Context: an optimization exercise on an open-source flow, tuned for small area, a short achievable clock period and few clock cycles per item. The choices shown serve that exercise and are no tape-out recipe.
No run shown here included a check of the RTL's function; only the layout flow was run.
Power figures rest on the tool's default switching activity, not on a simulated workload.

<file path="design/flow/config.mk">
export PLATFORM = sky130hd
export DESIGN_NAME = pdcch_top
export DESIGN_NICKNAME = pdcch_top
export VERILOG_FILES = /design/flow/design.v
export SDC_FILE = /design/flow/constraint.sdc
export NUM_CORES = 4
export LEC_CHECK = 0
export ABC_CLOCK_PERIOD_IN_PS = 2500
export CAP_MARGIN = 20
export CORE_MARGIN = 2
export CORE_UTILIZATION = 40
export SETUP_SLACK_MARGIN = 5
export SLEW_MARGIN = 20
</file>
<file path="design/flow/constraint.sdc">
create_clock -name core_clock -period 8.5 [get_ports {clk}]
set_input_delay 1.7000 -clock core_clock [delete_from_list [all_inputs] [get_ports {clk}]]
set_output_delay 1.7000 -clock core_clock [all_outputs]
set_load 0.01 [all_outputs]
</file>
<file path="design/flow/design.v">
module pdcch_top #(parameter
  TOP_CONFIG_BIT_WIDTH=110,
  CONT_CONFIG_BIT_WIDTH=105,
  OP_DATA_WIDTH=8,
  FIFO_DEPTH=16,
  PTR_SIZE=$clog2(FIFO_DEPTH)
)(
  input                             clk,
  input                             reset,
  input  [TOP_CONFIG_BIT_WIDTH-1:0] s_axis_top_config_data,
  input                             s_axis_top_config_valid,
  output                            s_axis_top_config_ready,
  output [OP_DATA_WIDTH-1:0]        m_axis_top_data,
  output                            m_axis_top_valid,
  input                             m_axis_top_ready
);
  localparam [30:0] X1C = 31'h5e485840;   
  localparam [30:0] R0  = 31'h0099110e;   
  localparam [30:0] R1  = 31'h0132221c;   
  wire [109:0] din  = s_axis_top_config_data;
  wire         vin  = s_axis_top_config_valid;
  wire         mrdy = m_axis_top_ready;
  wire [8:0]  bwpsize  = din[109:101];
  wire [11:0] bwpstart = din[100:89];
  wire        c1       = (din[88:87] == 2'd1);
  wire [6:0]  slot     = din[86:80];
  wire [15:0] nid      = din[79:64];
  wire [3:0]  sym      = din[63:60];
  wire [12:0] doff     = din[57:45];
  function automatic [30:0] a1_2(input [30:0] s);
    a1_2 = {s[4]^s[1], s[3]^s[0], s[30:2]};
  endfunction
  function automatic [30:0] a2_2(input [30:0] s);
    a2_2 = {s[4]^s[3]^s[2]^s[1], s[3]^s[2]^s[1]^s[0], s[30:2]};
  endfunction
  function automatic [30:0] a1_16(input [30:0] s);
    integer m;
    reg [15:0] e;
    begin
      for (m = 0; m < 16; m = m + 1) e[m] = s[m] ^ s[m+3];
      a1_16 = {e, s[30:16]};
    end
  endfunction
  function automatic [30:0] a2_16(input [30:0] s);
    integer m;
    reg [15:0] e;
    begin
      for (m = 0; m < 16; m = m + 1) e[m] = s[m] ^ s[m+1] ^ s[m+2] ^ s[m+3];
      a2_16 = {e, s[30:16]};
    end
  endfunction
  localparam [2:0] WAIT=3'd0, MUL=3'd1, SKIP=3'd2, ACC=3'd3, EMIT=3'd4;
  reg [2:0]  ph;
  reg [30:0] x1, u;
  reg [13:0] acc;
  reg [12:0] sk;
  reg        fast, skz;             
  reg [16:0] cnt;
  reg        last;                  
  reg [3:0]  j;
  reg [1:0]  pst;
  reg        pcur;
  reg [1:0]  od, td;                
  reg        ov, tv;
  reg        rdy;
  wire p_ok     = (pst == 2'd3);
  wire gen      = ((ph == EMIT) || (ph == ACC && !cnt[16])) && !tv;
  wire load     = p_ok && ((ph == WAIT) || (ph == EMIT && !tv && last));
  wire [1:0] item = {x1[1] ^ (^(u & R1)), x1[0] ^ (^(u & R0))};
  wire cnt_hi0  = (cnt[16:4] == 13'd0);
  wire cnt_is1  = cnt_hi0 && (cnt[3:0] == 4'd1);
  wire cnt_is8  = cnt_hi0 && (cnt[3:0] == 4'd8);
  wire [16:0] cnt_dec = cnt - ((ph == SKIP && fast) ? 17'd8 : 17'd1);
  wire sk_is1   = (sk == 13'd1);
  wire sk_is8   = (sk == 13'd8);
  wire [12:0] sk_dec = fast ? sk - 13'd8 : sk - 13'd1;
  wire [10:0] a_val = {sk[10:4], 4'b0} - {3'b0, sk[10:4], 1'b0} + {7'b0, sk[3:0]} + 11'd1;
  wire [13:0] b_vec = {nid[12:0], 1'b1};    
  wire        bj    = b_vec[j];
  wire [13:0] acc_add = {acc[12:0], 1'b0} + {1'b0, sk};
  wire [11:0] six_b = {sk[8:0], 2'b00} + {1'b0, sk[8:0], 1'b0};   
  reg [12:0] sk_n;
  reg        sk_w;
  always @(*) begin
    sk_w = 1'b0;
    sk_n = sk;
    if (!pcur) begin
      if (vin) begin sk_w = 1'b1; sk_n = {2'b00, slot, sym}; end
    end else if (pst == 2'd1) begin
      sk_w = 1'b1; sk_n = {2'b00, a_val};
    end else if (pst == 2'd2 && j == 4'd0) begin
      sk_w = 1'b1; sk_n = {4'd0, bwpsize};
    end
    if (load) begin
      sk_w = 1'b1; sk_n = c1 ? {1'b0, bwpstart} : doff;
    end else if (ph == MUL) begin
      sk_w = 1'b1; sk_n = skz ? doff : sk - 13'd1;
    end else if (ph == SKIP && !skz) begin
      sk_w = 1'b1; sk_n = sk_dec;
    end
  end
  always @(posedge clk) begin
    if (sk_w) begin
      sk   <= sk_n;
      fast <= |sk_n[12:3];
      skz  <= (sk_n == 13'd0);
    end
  end
  always @(posedge clk) begin
    if (reset) begin
      ph   <= WAIT;
      pst  <= 2'd0;
      pcur <= 1'b0;
      ov   <= 1'b0;
      tv   <= 1'b0;
      rdy  <= 1'b0;
    end else begin
      rdy <= 1'b0;
      if (tv) begin
        if (mrdy) begin
          od <= td;
          tv <= 1'b0;
        end
      end else if (gen) begin
        if (!ov || mrdy) begin
          od <= item;
          ov <= 1'b1;
        end else begin
          td <= item;
          tv <= 1'b1;
        end
      end else if (mrdy)
        ov <= 1'b0;
      if (!pcur) begin
        if (vin) begin
          acc  <= 14'd0;
          pst  <= 2'd1;
          pcur <= 1'b1;
        end
      end else if (pst == 2'd1) begin
        j   <= 4'd13;
        pst <= 2'd2;
      end else if (pst == 2'd2) begin
        acc <= bj ? acc_add : {acc[12:0], 1'b0};
        j   <= j - 4'd1;
        if (j == 4'd0) pst <= 2'd3;
      end
      if (load) begin
        u  <= {acc, nid, 1'b0};
        x1 <= c1 ? {X1C[30:12], six_b} : X1C;
        if (c1) begin
          cnt  <= 17'd0;
          last <= 1'b1;
          ph   <= MUL;
        end else begin
          cnt  <= {5'd0, six_b};
          last <= (sk[8:0] == 9'd0);
          if (doff == 13'd0) begin
            ph  <= ACC;
            rdy <= 1'b1;
          end else
            ph <= SKIP;
        end
      end else begin
        case (ph)
          MUL: begin
            if (!skz)
              cnt[15:0] <= cnt[15:0] + {4'd0, x1[11:0]};
            else begin
              x1   <= X1C;
              last <= (cnt == 17'd0);
              ph   <= SKIP;
            end
          end
          SKIP: begin
            if (skz) begin
              ph  <= ACC;
              rdy <= 1'b1;
            end else begin
              if (fast) begin
                x1 <= a1_16(x1);
                u  <= a2_16(u);
              end else begin
                x1 <= a1_2(x1);
                u  <= a2_2(u);
              end
              cnt  <= cnt_dec;
              last <= fast ? cnt_is8 : cnt_is1;
              if (fast ? sk_is8 : sk_is1) begin
                ph  <= ACC;
                rdy <= 1'b1;
              end
            end
          end
          ACC, EMIT: begin
            if (ph == ACC) begin
              pcur <= 1'b0;
              pst  <= 2'd0;
            end
            if (ph == ACC && cnt[16])
              ph <= WAIT;
            else if (gen) begin
              x1   <= a1_2(x1);
              u    <= a2_2(u);
              cnt  <= cnt_dec;
              last <= cnt_is1;
              ph   <= last ? WAIT : EMIT;
            end else
              ph <= EMIT;
          end
          default: ;
        endcase
      end
    end
  end
  assign s_axis_top_config_ready = rdy;
  assign m_axis_top_valid = ov;
  assign m_axis_top_data  = {6'b000000, od};
endmodule
</file>
<file path="design/flow/run.sh">
#!/bin/bash
# synth_recipe.tcl (not shown) runs the flow's synth.tcl, then flattens the netlist and writes it again
# the make line also repeats each setting of config.mk as NAME=value (left out here)
make -C /OpenROAD-flow-scripts/flow DESIGN_CONFIG=/design/flow/config.mk WORK_HOME=/design/flow/orfs CLKGATE_MAP_FILE= SYNTH_SCRIPT=/design/flow/synth_recipe.tcl finish
</file>
==> summary.json, run 1 <==
{
  "critPathTopFamily": "simple AND/OR/NAND/NOR gates",
  "detailed_place.area_sq_mm": 0.0113,
  "layout.cells.most_common_list": "sky130_fd_sc_hd__edfxtp_1, sky130_fd_sc_hd__nor2_1, sky130_fd_sc_hd__nand2_1",
  "worst_clock_skew_ns": 0.0110,
  "fp.dieH_um": 164,
  "path_clk_slew_ns": 0.06,
  "synth-warning-count": 1,
  "met3RoutedLength_um": 1900,
  "criticalPathCategory": "reg -> reg",
  "mostFrequentLayoutCell": "sky130_fd_sc_hd__edfxtp_1",
  "cts_tree": "yes",
  "grt_first_pass_wirelength_um": 49400,
  "ys_async_sr_fraction": 0,
  "number_of_antenna_violations_at_the_first_check_in_global_routing": 0,
  "drt-vias-per-instance": 5.87,
  "synth-main-ff-cell": "sky130_fd_sc_hd__edfxtp_1",
  "globalRouteTotalUtil": 0.241,
  "placement.io_buffers": 70,
  "outcome": "timing/DRC/antenna clean",
  "postLayoutSetupSlackWorst_ns": 4.79,
  "synth_area_sq_mm": 0.0103,
  "detail_route.drc_violations": 0,
  "setup.worst_path.start_class": "flip-flop",
  "postSynthRegisterBits": 126,
  "globalRouteOverflowTotal": 0,
  "floorplan.die.width_um": 164,
  "cp_data_required_time_ns": 8.76,
  "fraction_of_layout_instances_using_a_drive_strength_above_1": 0.131,
  "critical_path.cell_chain": "inv_1, ha_1, ha_1, o21ai_0, a31oi_1, nand3_2, a221o_1, or4_4, or4_4, nor4_4",
  "totalPowerFinal_w": 0.00487,
  "cp_slowest_stage_delay_ns": 0.53,
  "rows": 58,
  "synth.area.mux_share": 0.0574,
  "slew_headroom": 0.353,
  "crit_cells": 10,
  "tritoncts.num_buffers": 17,
  "period_minus_slack_ns": 3.71,
  "synth_compound_area_frac": 0.183,
  "timing.critical_path.arrival_ns": 3.97,
  "worst_r2r_path_depth": 10,
  "synth_sequential_area_ratio": 0.359,
  "worst_setup_path_end_kind": "flip-flop",
  "die_area_sq_mm": 0.0270,
  "place_worst_setup_slack_ns": 3.48,
  "worstMarginPinSlew_ns": 0.971,
  "insertedDiodeCount": 0,
  "root_buffer": "sky130_fd_sc_hd__clkbuf_16",
  "clock_sinks": 126,
  "maxUsedRoutingLayer": "met4",
  "combinational_family_with_the_most_area_after_synthesis": "compound AO/OA/AOI/OAI gates",
  "synth_adder_area_share": 0.0953,
  "clk-insertion-delay-late_ns": 0.43,
  "timing_max_transition_violations_final": 0,
  "hold_depth": 2,
  "area_delta_synth_final_pct": 22.5,
  "timing.final.crit_share": 0.437,
  "p_leak_nw": 4.68,
  "postRouteAntennaNets": 0,
  "core-area_sq_mm": 0.0253,
  "synthCells": 1103,
  "critical_path_buf_inv_count": 1,
  "effective_utilization_at_floorplan": 0.408,
  "drt-pass1-iter-count": 9,
  "critical_path.max_fanout": 6,
  "xor_xnor_share_of_the_synthesized_area": 0.105,
  "pin_count": 124,
  "hold_viol_final": 0,
  "min-delay-path-class": "reg -> reg",
  "synth_cell_types": 74,
  "routed_wire_length_per_instance_um": 20.7,
  "synthesis.area_per_instance_sq_um": 9.33,
  "powerDensity_mw_per_mm2": 387,
  "maximum_number_of_pins_on_one_net_before_global_route_repair": 91,
  "post-dp-hpwl_um": 22000,
  "nets_final": 1385,
  "fmaxAchievable_ghz": 0.269,
  "detail_route.iter0.violations": 826,
  "final-setup-viol-count": 0,
  "layout.cell_area.non_filler_sq_mm": 0.0126,
  "cts_max_path_buffers": 2,
  "timing.critical_path.slowest_stage_cell": "sky130_fd_sc_hd__edfxtp_1",
  "dr_total_vias": 9026,
  "tns_ns": 0,
  "post_synth_and_or_nand_nor_area_fraction": 0.160,
  "wirelength_met1_um": 14100,
  "cts.htree.levels": 4,
  "routabilityCongestion": 0.919,
  "drt-total-wl_um": 31800,
  "maxCapViolCount": 0,
  "post_cts_hold_buffer_count": 0,
  "vias_in_the_first_global_route": 8676,
  "setup_repair_after_global_routing_missed_its_margin": "yes",
  "detailroute.wirelength.met2_um": 14300,
  "power.ir.vdd_worst_mv": 0.211,
  "synth_enable_flop_cells": 117
}
-- path summary, 6_finish.rpt --
check | to | startpoint | slack [ns]
max | skz$_DFFE_PP_ | sk[9]$_DFFE_PP_ | 4.79
min | ov$_SDFFE_PP0P_ | ov$_SDFFE_PP0P_ | 0.55
max reg2reg | skz$_DFFE_PP_ | sk[9]$_DFFE_PP_ | 4.79
min reg2reg | ov$_SDFFE_PP0P_ | ov$_SDFFE_PP0P_ | 0.55
-- per-layer routing --
metal | vias to the layer above | track usage
met2 | 379 | 0.380
met5 | - | 0
met3 | 77 | 0.0397
met1 | 4304 | 0.324
met4 | 0 | 0.114
li1 | 4266 | -
-- worst register-to-register path: stages, from the launching register on --
cell and delay (ns):
sky130_fd_sc_hd__edfxtp_1 0.53, sky130_fd_sc_hd__inv_1 0.27, sky130_fd_sc_hd__ha_1 0.29, sky130_fd_sc_hd__ha_1 0.39, sky130_fd_sc_hd__o21ai_0 0.14, sky130_fd_sc_hd__a31oi_1 0.22, sky130_fd_sc_hd__nand3_2 0.16, sky130_fd_sc_hd__a221o_1 0.37
sky130_fd_sc_hd__or4_4 0.53, sky130_fd_sc_hd__or4_4 0.53, sky130_fd_sc_hd__nor4_4 0.14
-- sequential cells by signal (all words and copies together), names as in the netlist, 3 cells and up --
signal,flops
acc,14
cnt,17
ph,3
u,31
x1,31
j,4
sk,13
-- metrics by stage --
step | cells | utilization | hold WS [ns]
2_1_floorplan | 1108 | - | 0.523
3_3_place_gp | 1461 | 0.448 | 0.538
3_5_place_dp | 1461 | 0.448 | 0.544
4_1_cts | 1530 | 0.493 | 0.557
5_1_grt | 1538 | 0.499 | 0.573
6_report | 1538 | 0.499 | 0.554
-- synthesized netlist by cell type (11+ instances only) --
cell type / number / area (sq um)
sky130_fd_sc_hd__a21o_1: 12 / 90.1
sky130_fd_sc_hd__clkbuf_1: 39 / 146
sky130_fd_sc_hd__nand2_1: 85 / 319
sky130_fd_sc_hd__o22ai_1: 13 / 81.3
sky130_fd_sc_hd__a221o_1: 13 / 130
sky130_fd_sc_hd__nor2b_1: 22 / 138
sky130_fd_sc_hd__mux2i_1: 50 / 500
sky130_fd_sc_hd__ha_1: 72 / 901
sky130_fd_sc_hd__nand2b_1: 18 / 113
sky130_fd_sc_hd__a21oi_1: 61 / 305
sky130_fd_sc_hd__xor2_1: 40 / 350
sky130_fd_sc_hd__nor3_1: 28 / 140
sky130_fd_sc_hd__o21ai_0: 72 / 360
sky130_fd_sc_hd__buf_2: 11 / 55.1
sky130_fd_sc_hd__nor2_1: 112 / 420
sky130_fd_sc_hd__nand3_1: 18 / 90.1
sky130_fd_sc_hd__xnor2_1: 83 / 727
sky130_fd_sc_hd__inv_1: 39 / 146
sky130_fd_sc_hd__a22oi_1: 18 / 135
sky130_fd_sc_hd__edfxtp_1: 117 / 3510
-- cells by family (layout without fill, tap and decap cells) --
group | Yosys count | after routing
AO/OA/AOI/OAI | 281 | 282
XOR/XNOR | 123 | 123
adder cells (fa/ha/maj) | 76 | 76
buffers and inverters | 100 | 198
flip-flops | 126 | 126
multiplexers | 55 | 55
other | 1 | 6
AND/OR/NAND/NOR | 341 | 342
-- where the power goes --
| group | internal, W | switching [W] | total [W] |
|---|---|---|---|
| Sequential | 0.000953 | 0.000201 | 0.00115 |
| Clock | 0.000519 | 0.000293 | 0.000813 |
| Combinational | 0.00124 | 0.00167 | 0.00291 |
-- cell type report --
type / count / area, sq um
fill: 2358 / 12600
multi-input combinational: 884 / 6520
sequential: 126 / 3700
timing repair buffer: 127 / 1170
clock buffer: 17 / 425
tap: 330 / 413
clock inverter: 15 / 219
inverter: 39 / 164
-- timing repair --
action	in CTS	in global routing
gates cloned	1	1
buffers inserted	36	7
setup endpoints to repair	56	35
resized for setup	74	25
pin swaps	28	12
==> run 2, diff against run 1 <==
==> design/flow/flow/run.sh (new file) <==
#!/bin/bash
# Standard layout, with the port buffers made of buf_4 cells instead of the
# default choice (a slow delay buffer).
set -euo pipefail
export BUFFER_PORTS_ARGS="-buffer_cell sky130_fd_sc_hd__buf_4"
bash standard.sh > standard_flow.log 2>&1
==> design/flow/standard.sh (new file) <==
#!/bin/bash
# synth_recipe.tcl (not shown) runs the flow's synth.tcl, then flattens the netlist and writes it again
# the make line also repeats each setting of config.mk as NAME=value (left out here)
make -C /OpenROAD-flow-scripts/flow DESIGN_CONFIG=/design/flow/config.mk WORK_HOME=/design/flow/orfs CLKGATE_MAP_FILE= SYNTH_SCRIPT=/design/flow/synth_recipe.tcl "${@:-finish}"
removed: design/flow/run.sh
==> run 2 against run 1 <==
  * Clock skew rose by 0.0065 ns
  * Die area did not move
  * Critical path depth rose by 1
  * Total power fell by 2.2%
  * Critical path type is now in -> reg
  * Count of clock-buffer cells in the layout rose by 1
  * Cell count did not move
  * Wire length fell by 2.0%
  * Synthesized cell count did not move
  * Still clean on timing, DRC and antenna
  * Sequential power barely moved
==> summary.json, run 2 <==
{
  "outcome": "timing/DRC/antenna clean",
  "drt-total-wl": {"value": 31200, "unit": "um", "change": "-2.0%"},
  "synth_enable_flop_cells": {"value": 117, "change": "unchanged"},
  "tns": {"value": 0, "unit": "ns", "change": "unchanged"},
  "synthesis.area_per_instance": {"value": 9.33, "unit": "sq um", "change": "unchanged"},
  "worst-r2r-setup-slack": {"value": 4.85, "unit": "ns", "change": "+0.06 ns"},
  "number_of_antenna_violations_at_the_first_check_in_global_routing": {"value": 0, "change": "unchanged"},
  "cp_data_required_time": {"value": 8.76, "unit": "ns", "change": "about the same"},
  "largestRegisters": "u: 31 flops, x1: 31 flops, cnt: 17 flops",
  "routabilityCongestion": {"value": 0.921, "change": "+0.27%"},
  "rows": {"value": 58, "change": "unchanged"},
  "synth-warning-count": {"value": 1, "change": "unchanged"},
  "maxCapViolCount": {"value": 0, "change": "unchanged"},
  "post_cts_hold_buffer_count": {"value": 0, "change": "unchanged"},
  "fp.dieH": {"value": 164, "unit": "um", "change": "unchanged"},
  "cts_tree": "yes",
  "floorplan.die.width": {"value": 164, "unit": "um", "change": "unchanged"},
  "globalRouteOverflowTotal": {"value": 0, "change": "unchanged"},
  "path_clk_slew": {"value": 0.06, "unit": "ns", "change": "about the same"},
  "root_buffer": "sky130_fd_sc_hd__clkbuf_16",
  "synth-main-ff-cell": "sky130_fd_sc_hd__edfxtp_1",
  "drt-vias-per-instance": {"value": 5.79, "change": "-1.3%"},
  "synth_area": {"value": 0.0103, "unit": "sq mm", "change": "unchanged"},
  "core-area": {"value": 0.0253, "unit": "sq mm", "change": "unchanged"},
  "pin_count": {"value": 124, "change": "unchanged"},
  "die_area": {"value": 0.0270, "unit": "sq mm", "change": "unchanged"},
  "post-dp-hpwl": {"value": 21700, "unit": "um", "change": "-1.5%"},
  "setup_repair_after_global_routing_missed_its_margin": "yes",
  "vias_in_the_first_global_route": {"value": 8445, "change": "-2.7%"},
  "globalRouteTotalUtil": {"value": 0.233, "change": "-0.00827"},
  "fmaxAchievable": {"value": 0.272, "unit": "GHz", "change": "+1.0%"},
  "post-synth-top-area-cell": "sky130_fd_sc_hd__edfxtp_1",
  "worst_setup_path_end_kind": "flip-flop",
  "min-delay-path-class": "reg -> reg",
  "critical-path-top-cell-by-count": "sky130_fd_sc_hd__buf_4",
  "post-synth-top-area-fraction": {"value": 0.341, "change": "unchanged"},
  "clock_sinks": {"value": 126, "change": "unchanged"},
  "synth_cell_types": {"value": 74, "change": "unchanged"},
  "insertedDiodeCount": {"value": 0, "change": "unchanged"},
  "dr_total_vias": {"value": 8910, "change": "-1.3%"},
  "detail_route.drc_violations": {"value": 0, "change": "unchanged"},
  "worst_clock_skew": {"value": 0.0175, "unit": "ns", "change": "+0.00649 ns"},
  "nets_final": {"value": 1385, "change": "unchanged"},
  "worstMarginPinSlew": {"value": 1.00, "unit": "ns", "change": "+0.0309 ns"},
  "postRouteAntennaNets": {"value": 0, "change": "unchanged"},
  "timing_max_transition_violations_final": {"value": 0, "change": "unchanged"},
  "clk-insertion-delay-late": {"value": 0.43, "unit": "ns", "change": "about the same"},
  "placement.io_buffers": {"value": 70, "change": "unchanged"},
  "hold_viol_final": {"value": 0, "change": "unchanged"},
  "cp_slowest_stage_delay": {"value": 0.55, "unit": "ns", "change": "+0.02 ns"},
  "period_minus_slack": {"value": 3.68, "unit": "ns", "change": "-0.0375 ns"},
  "grt_first_pass_wirelength": {"value": 47700, "unit": "um", "change": "-3.5%"},
  "timing.final.crit_share": {"value": 0.432, "change": "-0.00441"},
  "final-setup-viol-count": {"value": 0, "change": "unchanged"},
  "postSynthRegisterBits": {"value": 126, "change": "unchanged"},
  "fraction_of_layout_instances_using_a_drive_strength_above_1": {"value": 0.180, "change": "+0.0497"},
  "hold_depth": {"value": 1, "change": "-1"},
  "critical_path.max_fanout": {"value": 4, "change": "-2"},
  "drt-pass1-iter-count": {"value": 7, "change": "-2"},
  "mostFrequentLayoutCell": "sky130_fd_sc_hd__buf_4",
  "powerDensity": {"value": 388, "unit": "mW/mm^2", "change": "+0.36%"},
  "p_leak": {"value": 4.62, "unit": "nW", "change": "-1.2%"},
  "tritoncts.num_buffers": {"value": 17, "change": "unchanged"},
  "critical_path.cell_chain": "buf_6, nand2b_4, buf_4, buf_4, nand2_2, a21oi_2, a31oi_1, o211ai_1, or4_1, or4_4, nor4_4",
  "startpoint_of_the_lowest_slack_hold_path": "td[1]$_DFFE_PP_",
  "slew_headroom": {"value": 0.332, "change": "-0.0206"},
  "min_delay_worst_endpoint": "od[1]$_DFFE_PP_",
  "area_delta_synth_final_pct": 19.3,
  "ys_async_sr_fraction": {"value": 0, "change": "unchanged"},
  "power.ir.vdd_worst": {"value": 0.228, "unit": "mV", "change": "+8.3%"},
  "reg2reg_to": "skz$_DFFE_PP_",
  "synth_sequential_area_ratio": {"value": 0.359, "change": "unchanged"},
  "synth_top_cells_by_count": "sky130_fd_sc_hd__edfxtp_1, sky130_fd_sc_hd__nor2_1, sky130_fd_sc_hd__nand2_1",
  "timing.critical_path.arrival": {"value": 3.93, "unit": "ns", "change": "-0.04 ns"},
  "detail_route.iter0.violations": {"value": 694, "change": "-16%"},
  "cts_max_path_buffers": {"value": 2, "change": "unchanged"},
  "cts.htree.levels": {"value": 4, "change": "unchanged"},
  "worst_r2r_path_depth": {"value": 12, "change": "+2"},
  "holdWs": {"value": 0.554, "unit": "ns", "change": "+0.000746 ns"},
  "routed_wire_length_per_instance": {"value": 20.3, "unit": "um", "change": "-2.0%"},
  "yosys-top-cells-area": "sky130_fd_sc_hd__edfxtp_1, sky130_fd_sc_hd__ha_1, sky130_fd_sc_hd__xnor2_1",
  "synth.most_common_cell": "sky130_fd_sc_hd__edfxtp_1",
  "crit-reg2reg-launch": "sk[4]$_DFFE_PP_",
  "effective_utilization_at_floorplan": {"value": 0.408, "change": "unchanged"},
  "layout.cells.most_common_list": "sky130_fd_sc_hd__buf_4, sky130_fd_sc_hd__edfxtp_1, sky130_fd_sc_hd__nor2_1",
  "synthCells": {"value": 1103, "change": "unchanged"},
  "criticalPathCategory": "in -> reg",
  "maximum_number_of_pins_on_one_net_before_global_route_repair": {"value": 91, "change": "unchanged"},
  "timing.critical_path.slowest_stage_cell": "sky130_fd_sc_hd__or4_1",
  "setup.worst_path.start_class": "input pin"
}
[run 2: cells by family after synthesis]
logic type | count (synthesis) | synth area share
compound gates | 281 | 0.183
xor+xnor | 123 | 0.105
fa+ha+maj | 76 | 0.0953
buf+inv | 100 | 0.0407
flops | 126 | 0.359
mux | 55 | 0.0574
other cells | 1 | 0.000364
simple gates | 341 | 0.160
[run 2: worst max-delay path, delay by kind of cell]
family	cells	cell delay, ns
simple gates	5	1.47
compound gates	3	0.39
buf+inv	3	0.37
[run 2: worst max-delay path by stage]
stage                                          start       endpoint  slack (ns)  depth (start not counted)
final                     s_axis_top_config_data[88]  skz$_DFFE_PP_        4.82                         11
after global routing                 sk[4]$_DFFE_PP_  skz$_DFFE_PP_        4.75                         12
after CTS                            sk[4]$_DFFE_PP_  skz$_DFFE_PP_        4.87                         13
after detailed placement             sk[5]$_DFFE_PP_  skz$_DFFE_PP_        4.02                         11
after global placement               sk[5]$_DFFE_PP_  skz$_DFFE_PP_        4.06                         11
after floorplan           s_axis_top_config_data[88]  skz$_DFFE_PP_        4.55                          9
[run 2: cell type report]
cell class / instances / area [sq um]
timing repair buffer: 129 / 996
clock inverter: 14 / 144
clock buffer: 18 / 429
inverter: 39 / 154
multi-input combinational: 882 / 6450
sequential: 126 / 3690
fill: 2421 / 13000
tap: 330 / 413
[run 2: through the flow]
step	power (W)	area, sq um	setup slack (ns)	util	instances
2_1_floorplan	0.00292	10400	4.55	-	1108
3_3_place_gp	0.00355	11100	4.06	0.441	1462
6_report	0.00477	12300	4.82	0.486	1538
3_5_place_dp	0.00357	11100	4.02	0.441	1462
5_1_grt	0.00507	12300	4.75	0.486	1538
4_1_cts	0.00458	12100	4.87	0.478	1524
[run 2: report_power, final]
group / switching [W] / internal, W / leakage, nW
combinational: 0.00164 / 0.00125 / 3.19
sequential: 0.000195 / 0.000954 / 1.16
clock: 0.000288 / 0.000431 / 0.270
total: 0.00213 / 0.00264 / 4.62
[run 2: per-layer routing]
metal / GRT usage / vias to the layer above / routed length, um
met5: 0 / - / 0
met4: 0.127 / 0 / 1590
met3: 0.0389 / 87 / 1950
met2: 0.363 / 387 / 13900
met1: 0.309 / 4175 / 13700
li1: - / 4261 / -
[run 2: repair_timing]
| item | 4_1_cts | 5_1_grt |
|---|---|---|
| pin swaps | 17 | 8 |
| gates resized for setup | 34 | 22 |
| buffers inserted | 30 | 14 |
| setup endpoints to repair | 4 | 12 |
| hold endpoints to repair | 0 | 0 |
| gates cloned | 0 | 0 |
==> run 3, diff against run 2 <==
--- a/design/flow/design.v
+++ b/design/flow/design.v
@@ -99,11 +99,24 @@
       sk_w = 1'b1; sk_n = sk_dec;
     end
   end
+  reg fast_n, skz_n;
+  always @(*) begin
+    if (load) begin
+      fast_n = |doff[12:3];
+      skz_n  = c1 ? (bwpstart == 12'd0) : (doff == 13'd0);
+    end else if (ph == MUL) begin
+      fast_n = |doff[12:3];
+      skz_n  = skz ? (doff == 13'd0) : sk_is1;
+    end else begin
+      fast_n = fast && (sk[12:3] != 10'd1);
+      skz_n  = fast ? sk_is8 : sk_is1;
+    end
+  end
   always @(posedge clk) begin
     if (sk_w) begin
       sk   <= sk_n;
-      fast <= |sk_n[12:3];
-      skz  <= (sk_n == 13'd0);
+      fast <= fast_n;
+      skz  <= skz_n;
     end
   end
   always @(posedge clk) begin
==> run 3 against run 2 <==
  * Still clean
  * Largest cell class unchanged
  * Critical path depth fell by 5
  * Critical path type unchanged
  * Register-to-register slack improved by 0.39 ns
  * Hold slack barely moved
  * Sequential power fell by 23%
==> summary.json, run 3 <==
{
  "postRouteAntennaNets": {"value": 0, "change": "unchanged"},
  "synth.most_common_cell": "sky130_fd_sc_hd__edfxtp_1",
  "clk-insertion-delay-late": {"value": 0.43, "unit": "ns", "change": "about the same"},
  "fill_cells": {"value": 2430, "change": "+0.37%"},
  "detail_route.drc_violations": {"value": 0, "change": "unchanged"},
  "tritoncts.num_buffers": {"value": 17, "change": "unchanged"},
  "fmaxAchievable": {"value": 0.302, "unit": "GHz", "change": "+11%"},
  "worst-r2r-setup-slack": {"value": 5.24, "unit": "ns", "change": "+0.39 ns"},
  "globalRouteOverflowTotal": {"value": 0, "change": "unchanged"},
  "drt-vias-per-instance": {"value": 5.77, "change": "-0.47%"},
  "tns": {"value": 0, "unit": "ns", "change": "unchanged"},
  "drt-pass1-iter-count": {"value": 8, "change": "+1"},
  "post-synth-top-area-fraction": {"value": 0.346, "change": "+0.00450"},
  "area_delta_synth_final_pct": 14.7,
  "cp_data_required_time": {"value": 8.66, "unit": "ns", "change": "-0.10 ns"},
  "fraction_of_layout_instances_using_a_drive_strength_above_1": {"value": 0.126, "change": "-0.0546"},
  "place_worst_setup_slack": {"value": 4.43, "unit": "ns", "change": "+0.407 ns"},
  "timing.final.crit_share": {"value": 0.390, "change": "-0.0424"},
  "synthCells": {"value": 1100, "change": "-0.27%"},
  "setup_repair_after_global_routing_missed_its_margin": "no",
  "path_clk_slew": {"value": 0.06, "unit": "ns", "change": "about the same"},
  "timing_max_transition_violations_final": {"value": 0, "change": "unchanged"},
  "synth_sequential_area_ratio": {"value": 0.364, "change": "+0.00473"},
  "worst_setup_path_end_kind": "flip-flop",
  "criticalPathCategory": "in -> reg",
  "cts.htree.levels": {"value": 4, "change": "unchanged"},
  "synth-main-ff-cell": "sky130_fd_sc_hd__edfxtp_1",
  "holdWs": {"value": 0.554, "unit": "ns", "change": "-0.000241 ns"},
  "fp.dieH": {"value": 163, "unit": "um", "change": "-0.64%"},
  "pin_count": {"value": 124, "change": "unchanged"},
  "post-synth-top-area-cell": "sky130_fd_sc_hd__edfxtp_1",
  "hold_viol_final": {"value": 0, "change": "unchanged"},
  "postLayoutSetupSlackWorst": {"value": 5.19, "unit": "ns", "change": "+0.360 ns"},
  "nets_final": {"value": 1354, "change": "-2.2%"},
  "cts_tree": "yes",
  "effective_utilization_at_floorplan": {"value": 0.406, "change": "-0.00180"},
  "power.ir.vdd_worst": {"value": 0.123, "unit": "mV", "change": "-46%"},
  "timing.critical_path.slowest_stage_cell": "sky130_fd_sc_hd__a22o_1",
  "synth_area": {"value": 0.0102, "unit": "sq mm", "change": "-1.3%"},
  "floorplan.die.width": {"value": 163, "unit": "um", "change": "-0.64%"},
  "number_of_antenna_violations_at_the_first_check_in_global_routing": {"value": 0, "change": "unchanged"},
  "critical_path.max_fanout": {"value": 11, "change": "+7"},
  "slew_headroom": {"value": 0.244, "change": "-0.0880"},
  "timing.critical_path.arrival": {"value": 3.47, "unit": "ns", "change": "-0.46 ns"},
  "mostFrequentLayoutCell": "sky130_fd_sc_hd__edfxtp_1",
  "yosys-top-cells-area": "sky130_fd_sc_hd__edfxtp_1, sky130_fd_sc_hd__ha_1, sky130_fd_sc_hd__xnor2_1",
  "worst_clock_skew": {"value": 0.0129, "unit": "ns", "change": "-0.00456 ns"},
  "critical-path-top-cell-by-count": "sky130_fd_sc_hd__a22o_1",
  "routed_wire_length_per_instance": {"value": 19.4, "unit": "um", "change": "-4.3%"},
  "critical_path.cell_chain": "buf_4, nand2b_1, a22o_1, a22o_1, a221oi_1, o21ai_0",
  "globalRouteTotalUtil": {"value": 0.221, "change": "-0.0123"},
  "clock_sinks": {"value": 126, "change": "unchanged"},
  "root_buffer": "sky130_fd_sc_hd__clkbuf_16",
  "rows": {"value": 58, "change": "unchanged"},
  "synth_cell_types": {"value": 77, "change": "+4.1%"},
  "post-route-util": {"value": 0.465, "change": "-0.0210"},
  "largestRegisters": "u: 31 flops, x1: 31 flops, cnt: 17 flops",
  "maximum_number_of_pins_on_one_net_before_global_route_repair": {"value": 58, "change": "-36%"},
  "placement.io_buffers": {"value": 70, "change": "unchanged"},
  "cts_max_path_buffers": {"value": 2, "change": "unchanged"},
  "drt-total-wl": {"value": 29300, "unit": "um", "change": "-6.2%"},
  "cp_slowest_stage_delay": {"value": 0.51, "unit": "ns", "change": "-0.04 ns"},
  "layout.cells.most_common_list": "sky130_fd_sc_hd__edfxtp_1, sky130_fd_sc_hd__nor2_1, sky130_fd_sc_hd__nand2_1",
  "synthesis.area_per_instance": {"value": 9.23, "unit": "sq um", "change": "-1.0%"},
  "synth_top_cells_by_count": "sky130_fd_sc_hd__edfxtp_1, sky130_fd_sc_hd__nor2_1, sky130_fd_sc_hd__nand2_1",
  "grt_first_pass_wirelength": {"value": 45500, "unit": "um", "change": "-4.6%"},
  "period_minus_slack": {"value": 3.31, "unit": "ns", "change": "-0.360 ns"},
  "min-delay-path-class": "reg -> reg",
  "synth-warning-count": {"value": 1, "change": "unchanged"},
  "ys_async_sr_fraction": {"value": 0, "change": "unchanged"},
  "final-setup-viol-count": {"value": 0, "change": "unchanged"},
  "detail_route.iter0.violations": {"value": 799, "change": "+15%"},
  "p_leak": {"value": 4.41, "unit": "nW", "change": "-4.7%"},
  "postSynthRegisterBits": {"value": 126, "change": "unchanged"},
  "die_area": {"value": 0.0267, "unit": "sq mm", "change": "-1.3%"},
  "setup.worst_path.start_class": "input pin",
  "post_cts_hold_buffer_count": {"value": 0, "change": "unchanged"},
  "dr_total_vias": {"value": 8684, "change": "-2.5%"},
  "synth_enable_flop_cells": {"value": 117, "change": "unchanged"},
  "worstMarginPinSlew": {"value": 1.13, "unit": "ns", "change": "+0.128 ns"},
  "post-dp-hpwl": {"value": 21500, "unit": "um", "change": "-1.0%"},
  "vias_in_the_first_global_route": {"value": 8291, "change": "-1.8%"},
  "insertedDiodeCount": {"value": 0, "change": "unchanged"},
  "routabilityCongestion": {"value": 0.955, "change": "+3.7%"},
  "outcome": "timing/DRC/antenna clean",
  "maxCapViolCount": {"value": 0, "change": "unchanged"},
  "core-area": {"value": 0.0250, "unit": "sq mm", "change": "-0.86%"},
  "powerDensity": {"value": 228, "unit": "mW/mm^2", "change": "-41%"}
}
-- run 3: routing by layer --
layer / routed length, um / track usage
met5: 0 / 0
met4: 838 / 0.0756
met3: 1690 / 0.0272
met2: 12900 / 0.340
met1: 13900 / 0.319
-- run 3: final cells by class --
type,instances,area (sq um),area share
clock inverters,15,149,0.0128
flip-flops and latches,126,3700,0.317
well taps,330,413,0.0354
repair buffers,88,661,0.0567
inverters,44,169,0.0145
multi-input cells,886,6140,0.527
clock buffers,17,425,0.0365
-- run 3: kinds of logic after synthesis --
family / share of synthesized area
other: 0.000369
flip-flops: 0.364
AND/OR/NAND/NOR: 0.159
multiplexers: 0.0452
AO/OA/AOI/OAI: 0.200
XOR/XNOR: 0.0966
adder cells (fa/ha/maj): 0.0978
buffers and inverters: 0.0381
-- run 3: repair_timing --
| action | 4_1_cts | 5_1_grt |
|---|---|---|
| setup endpoints to repair | 12 | 8 |
| pin swaps | 0 | 0 |
| gates cloned | 0 | 1 |
| setup buffers | 0 | 3 |
| gates resized for setup | 3 | 4 |
-- run 3: through the flow --
stage	cell area, sq um	std cells	power [W]
2_1_floorplan	10200	1105	0.00163
3_3_place_gp	11000	1470	0.00191
3_5_place_dp	11000	1470	0.00192
4_1_cts	11600	1502	0.00265
5_1_grt	11600	1506	0.00281
6_report	11600	1506	0.00266
-- run 3: power by group --
group / switching [W] / total [W] / internal (W) / leakage (nW)
Sequential: 0.0000991 / 0.000881 / 0.000782 / 1.15
Combinational: 0.000607 / 0.00105 / 0.000445 / 2.97
Clock: 0.000315 / 0.000726 / 0.000411 / 0.280
-- run 3: path summary, 6_finish.rpt --
path / from / endpoint / cells past startpoint
max reg2reg: ph[1]$_SDFFE_PP0P_ / cnt[8]$_DFFE_PP_ / 10
min: td[0]$_DFFE_PP_ / od[0]$_DFFE_PP_ / 1
min reg2reg: td[0]$_DFFE_PP_ / od[0]$_DFFE_PP_ / 1
max: s_axis_top_config_data[88] / sk[7]$_DFFE_PP_ / 6
-- run 3: worst max-delay path: cells and delay by family --
kind / cells / cell delay (ns)
AOI/OAI and AO/OA: 4 / 1.33
buffers and inverters: 1 / 0.11
and+or+nand+nor: 1 / 0.33
==> run 4, diff against run 3 <==
==> design/flow/flow/run.sh (replaced) <==
#!/bin/bash
# Standard layout, with the port buffers made of buf_4 cells instead of the
# default choice (a slow delay buffer), and repair_timing aiming at a larger
# setup margin.
set -euo pipefail
export BUFFER_PORTS_ARGS="-buffer_cell sky130_fd_sc_hd__buf_4"
export SETUP_SLACK_MARGIN=6
bash standard.sh > standard_flow.log 2>&1
--- a/design/flow/config.mk
+++ b/design/flow/config.mk
@@ -9,5 +9,4 @@
 export CAP_MARGIN = 20
 export CORE_MARGIN = 2
 export CORE_UTILIZATION = 40
-export SETUP_SLACK_MARGIN = 5
 export SLEW_MARGIN = 20
==> run 4 against run 3 <==
  * Die area stayed put
  * Fmax is 15% higher
  * Global-route usage is 2.8 points higher
  * Cell count rose by 6.8%
  * Sequential share of layout area shrank 4.5 points
  * Hold slack better by 0.0037 ns
  * Non-clock buffer count rose by 101
  * Wire length is 17% higher
  * First-iteration DRC count is 9.0% higher
  * Sequential power down 4.0%
  * Critical path depth rose by 2
  * Critical endpoint is now acc[13]$_SDFFCE_PN0P_
  * Largest cell class unchanged
  * Highest routed layer unchanged
==> summary.json, run 4 <==
{
  "globalRouteOverflowTotal": {"value": 0, "change": "unchanged"},
  "critical_path.max_fanout": {"value": 8, "change": "-3"},
  "worst_clock_skew": {"value": 0.0120, "unit": "ns", "change": "-0.000920 ns"},
  "synth_area": {"value": 0.0102, "unit": "sq mm", "change": "unchanged"},
  "power.ir.vdd_worst": {"value": 0.131, "unit": "mV", "change": "+6.5%"},
  "pin_count": {"value": 124, "change": "unchanged"},
  "synth-main-ff-cell": "sky130_fd_sc_hd__edfxtp_1",
  "synth_top_cells_by_count": "sky130_fd_sc_hd__edfxtp_1, sky130_fd_sc_hd__nor2_1, sky130_fd_sc_hd__nand2_1",
  "timing.final.crit_share": {"value": 0.338, "change": "-0.0519"},
  "ys_async_sr_fraction": {"value": 0, "change": "unchanged"},
  "number_of_antenna_violations_at_the_first_check_in_global_routing": {"value": 0, "change": "unchanged"},
  "effective_utilization_at_floorplan": {"value": 0.406, "change": "unchanged"},
  "fmaxAchievable": {"value": 0.348, "unit": "GHz", "change": "+15%"},
  "worstMarginPinSlew": {"value": 0.801, "unit": "ns", "change": "-0.328 ns"},
  "timing.critical_path.arrival": {"value": 3.05, "unit": "ns", "change": "-0.42 ns"},
  "timing.critical_path.slowest_stage_cell": "sky130_fd_sc_hd__a211oi_2",
  "grt_first_pass_wirelength": {"value": 50300, "unit": "um", "change": "+11%"},
  "nets_final": {"value": 1457, "change": "+7.6%"},
  "floorplan.die.width": {"value": 163, "unit": "um", "change": "unchanged"},
  "cts_max_path_buffers": {"value": 2, "change": "unchanged"},
  "rows": {"value": 58, "change": "unchanged"},
  "tritoncts.num_buffers": {"value": 17, "change": "unchanged"},
  "worst_r2r_path_depth": {"value": 12, "change": "+2"},
  "detail_route.drc_violations": {"value": 0, "change": "unchanged"},
  "vias_in_the_first_global_route": {"value": 9003, "change": "+8.6%"},
  "largestRegisters": "u: 31 flops, x1: 31 flops, cnt: 17 flops",
  "routabilityCongestion": {"value": 0.907, "change": "-5.0%"},
  "powerDensity": {"value": 224, "unit": "mW/mm^2", "change": "-1.9%"},
  "post_cts_hold_buffer_count": {"value": 0, "change": "unchanged"},
  "maxCapViolCount": {"value": 0, "change": "unchanged"},
  "dr_total_vias": {"value": 9493, "change": "+9.3%"},
  "core-area": {"value": 0.0250, "unit": "sq mm", "change": "unchanged"},
  "critical-path-top-cell-by-count": "sky130_fd_sc_hd__mux2i_1",
  "p_leak": {"value": 5.15, "unit": "nW", "change": "+17%"},
  "insertedDiodeCount": {"value": 0, "change": "unchanged"},
  "cts.htree.levels": {"value": 4, "change": "unchanged"},
  "post-dp-hpwl": {"value": 21800, "unit": "um", "change": "+1.6%"},
  "synth_enable_flop_cells": {"value": 117, "change": "unchanged"},
  "place_worst_setup_slack": {"value": 4.78, "unit": "ns", "change": "+0.346 ns"},
  "synth_sequential_area_ratio": {"value": 0.364, "change": "unchanged"},
  "post-synth-top-area-cell": "sky130_fd_sc_hd__edfxtp_1",
  "synth_cell_types": {"value": 77, "change": "unchanged"},
  "postLayoutSetupSlackWorst": {"value": 5.63, "unit": "ns", "change": "+0.441 ns"},
  "drt-total-wl": {"value": 34200, "unit": "um", "change": "+17%"},
  "crit-reg2reg-launch": "ph[1]$_SDFFE_PP0P_",
  "cp_data_required_time": {"value": 8.67, "unit": "ns", "change": "about the same"},
  "detail_route.iter0.violations": {"value": 871, "change": "+9.0%"},
  "setup_repair_after_global_routing_missed_its_margin": "yes",
  "maximum_number_of_pins_on_one_net_before_global_route_repair": {"value": 58, "change": "unchanged"},
  "startpoint_of_the_lowest_slack_hold_path": "td[1]$_DFFE_PP_",
  "worst_setup_path_end_kind": "flip-flop",
  "timing_max_transition_violations_final": {"value": 0, "change": "unchanged"},
  "final-setup-viol-count": {"value": 0, "change": "unchanged"},
  "postRouteAntennaNets": {"value": 0, "change": "unchanged"},
  "fp.dieH": {"value": 163, "unit": "um", "change": "unchanged"},
  "fraction_of_layout_instances_using_a_drive_strength_above_1": {"value": 0.281, "change": "+0.155"},
  "globalRouteTotalUtil": {"value": 0.248, "change": "+0.0278"},
  "clock_sinks": {"value": 126, "change": "unchanged"},
  "synthesis.area_per_instance": {"value": 9.23, "unit": "sq um", "change": "unchanged"},
  "drt-vias-per-instance": {"value": 5.90, "change": "+2.3%"},
  "root_buffer": "sky130_fd_sc_hd__clkbuf_16",
  "routed_wire_length_per_instance": {"value": 21.2, "unit": "um", "change": "+9.3%"},
  "synth.most_common_cell": "sky130_fd_sc_hd__edfxtp_1",
  "worst-r2r-setup-slack": {"value": 5.79, "unit": "ns", "change": "+0.55 ns"},
  "holdWs": {"value": 0.558, "unit": "ns", "change": "+0.00374 ns"},
  "mostFrequentLayoutCell": "sky130_fd_sc_hd__buf_4",
  "synthCells": {"value": 1100, "change": "unchanged"},
  "min_delay_worst_endpoint": "od[1]$_DFFE_PP_",
  "area_delta_synth_final_pct": 33.8,
  "hold_viol_final": {"value": 0, "change": "unchanged"},
  "postSynthRegisterBits": {"value": 126, "change": "unchanged"},
  "period_minus_slack": {"value": 2.87, "unit": "ns", "change": "-0.441 ns"},
  "hold_depth": {"value": 1, "change": "unchanged"},
  "cts_tree": "yes",
  "outcome": "timing/DRC/antenna clean",
  "slew_headroom": {"value": 0.466, "change": "+0.221"},
  "placement.io_buffers": {"value": 70, "change": "unchanged"},
  "synth-warning-count": {"value": 1, "change": "unchanged"},
  "post-synth-top-area-fraction": {"value": 0.346, "change": "unchanged"},
  "path_clk_slew": {"value": 0.06, "unit": "ns", "change": "about the same"},
  "min-delay-path-class": "reg -> reg",
  "layout.cells.most_common_list": "sky130_fd_sc_hd__buf_4, sky130_fd_sc_hd__edfxtp_1, sky130_fd_sc_hd__nand2_1",
  "fill_cells": {"value": 2220, "change": "-8.6%"},
  "setup.worst_path.start_class": "input pin",
  "post-route-util": {"value": 0.543, "change": "+0.0776"},
  "die_area": {"value": 0.0267, "unit": "sq mm", "change": "unchanged"},
  "clk-insertion-delay-late": {"value": 0.43, "unit": "ns", "change": "about the same"},
  "tns": {"value": 0, "unit": "ns", "change": "unchanged"},
  "yosys-top-cells-area": "sky130_fd_sc_hd__edfxtp_1, sky130_fd_sc_hd__ha_1, sky130_fd_sc_hd__xnor2_1",
  "reg2reg_to": "cnt[8]$_DFFE_PP_",
  "totalPowerFinal": {"value": 0.00304, "unit": "W", "change": "+14%"},
  "cp_slowest_stage_delay": {"value": 0.32, "unit": "ns", "change": "-0.19 ns"},
  "drt-pass1-iter-count": {"value": 6, "change": "-2"},
  "criticalPathCategory": "in -> reg",
  "critical_path.cell_chain": "buf_8, mux2i_1, a211oi_2, a211oi_4, buf_6, a21oi_4, o211ai_1, mux2i_1"
}
[run 4: cell count changes in the layout (fill, tap and decap cells not counted), moves of 10 or more]
| cell | change |
|---|---|
| sky130_fd_sc_hd__buf_12 | +11 |
| sky130_fd_sc_hd__nor2_1 | -10 |
| sky130_fd_sc_hd__buf_6 | +39 |
| sky130_fd_sc_hd__buf_4 | +47 |
| sky130_fd_sc_hd__a21oi_1 | -12 |
| sky130_fd_sc_hd__o21ai_1 | +14 |
| sky130_fd_sc_hd__ha_4 | +16 |
| sky130_fd_sc_hd__o21ai_0 | -16 |
| sky130_fd_sc_hd__ha_1 | -19 |
[run 4: worst max path at each step]
stage | depth (start not counted) | endpoint | start
after detailed placement | 7 | acc[13]$_SDFFCE_PN0P_ | s_axis_top_config_data[68]
after global placement | 7 | acc[13]$_SDFFCE_PN0P_ | s_axis_top_config_data[68]
after floorplan | 5 | last$_DFFE_PP_ | reset
after CTS | 8 | acc[13]$_SDFFCE_PN0P_ | s_axis_top_config_data[68]
final | 8 | acc[13]$_SDFFCE_PN0P_ | s_axis_top_config_data[68]
after global routing | 6 | acc[1]$_SDFFCE_PN0P_ | s_axis_top_config_data[70]
[run 4: area by class of cell]
type	instances	area, sq um	share of cell area
multi-input cells	888	6960	0.512
flip-flops and latches	126	3710	0.273
repair buffers	189	1760	0.130
clock buffers	18	429	0.0316
well taps	330	413	0.0304
inverters	44	180	0.0133
clock inverters	14	141	0.0104
[run 4: through the flow]
stage | cell area [sq um] | cells
after floorplan | 10400 | 1105
after global placement | 11200 | 1464
after detailed placement | 11200 | 1465
after CTS | 12900 | 1576
after global routing | 13600 | 1609
final | 13600 | 1609
[run 4: cells by family (layout without fill, tap and decap cells)]
logic type      count (synthesis)  in the layout  synth area share
compound gates                309            310             0.200
xor+xnor                      112            112            0.0966
mux                            43             43            0.0452
fa+ha+maj                      77             77            0.0978
simple gates                  338            340             0.159
buf+inv                        94            265            0.0381
other cells                     1              6          0.000369
flops                         126            126             0.364
[run 4: report_power, final]
part	internal [W]	switching, W	leakage [nW]	total [W]
clock network	0.000432	0.000308	0.266	0.000740
logic	0.000666	0.000792	3.73	0.00146
registers	0.000781	0.0000648	1.15	0.000846
[run 4: critical path: cells and delay by family]
kind	cells	cell delay [ns]
compound gates	4	0.89
buf+inv	2	0.22
mux	2	0.22
[run 4: metal layers]
metal,up-vias,share of wire,GRT usage
met5,-,0,0
met4,0,0.031,0.0913
met3,74,0.074,0.0437
met2,445,0.46,0.395
met1,4570,0.43,0.338
li1,4404,-,-
[run 4: timing repair]
| item | CTS | global route |
|---|---|---|
| pin swaps | 41 | 54 |
| cloned | 5 | 0 |
| setup endpoints to repair | 162 | 123 |
| resized for setup | 114 | 80 |
| setup buffers | 74 | 33 |

## static timing again, ports no longer ideal
The results above use ideal ports. As a check the final layouts listed here were re-extracted and re-timed, cells and wires unchanged. Step 1, drivers: a clkbuf_16 drives clk and a buf_2 each remaining input, both assumed. Step 2, shift: input delay + t, output delay - t, t = (earliest + latest rising clock arrival at the registers) / 2. This alone moves slack from input paths to output paths. Three values: ideal ports, drivers, drivers and shift; two values: the first two.
run | t, ns | setup WS [ns] | pins driven straight from the clock port
run 1 | 0.473 | 4.787 / 4.787 / 4.330 | 1
run 2 | 0.471 | 4.825 / 4.840 / 4.369 | 1
run 3 | 0.473 | 5.185 / 5.209 / 4.737 | 1
run 4 | 0.473 | 5.626 / 5.619 / 5.146 | 1
After both steps setup and hold are still met in every run listed. The setup slack of run 4, which loses most, moves by -0.007 ns with the drivers and by -0.480 ns with both steps.
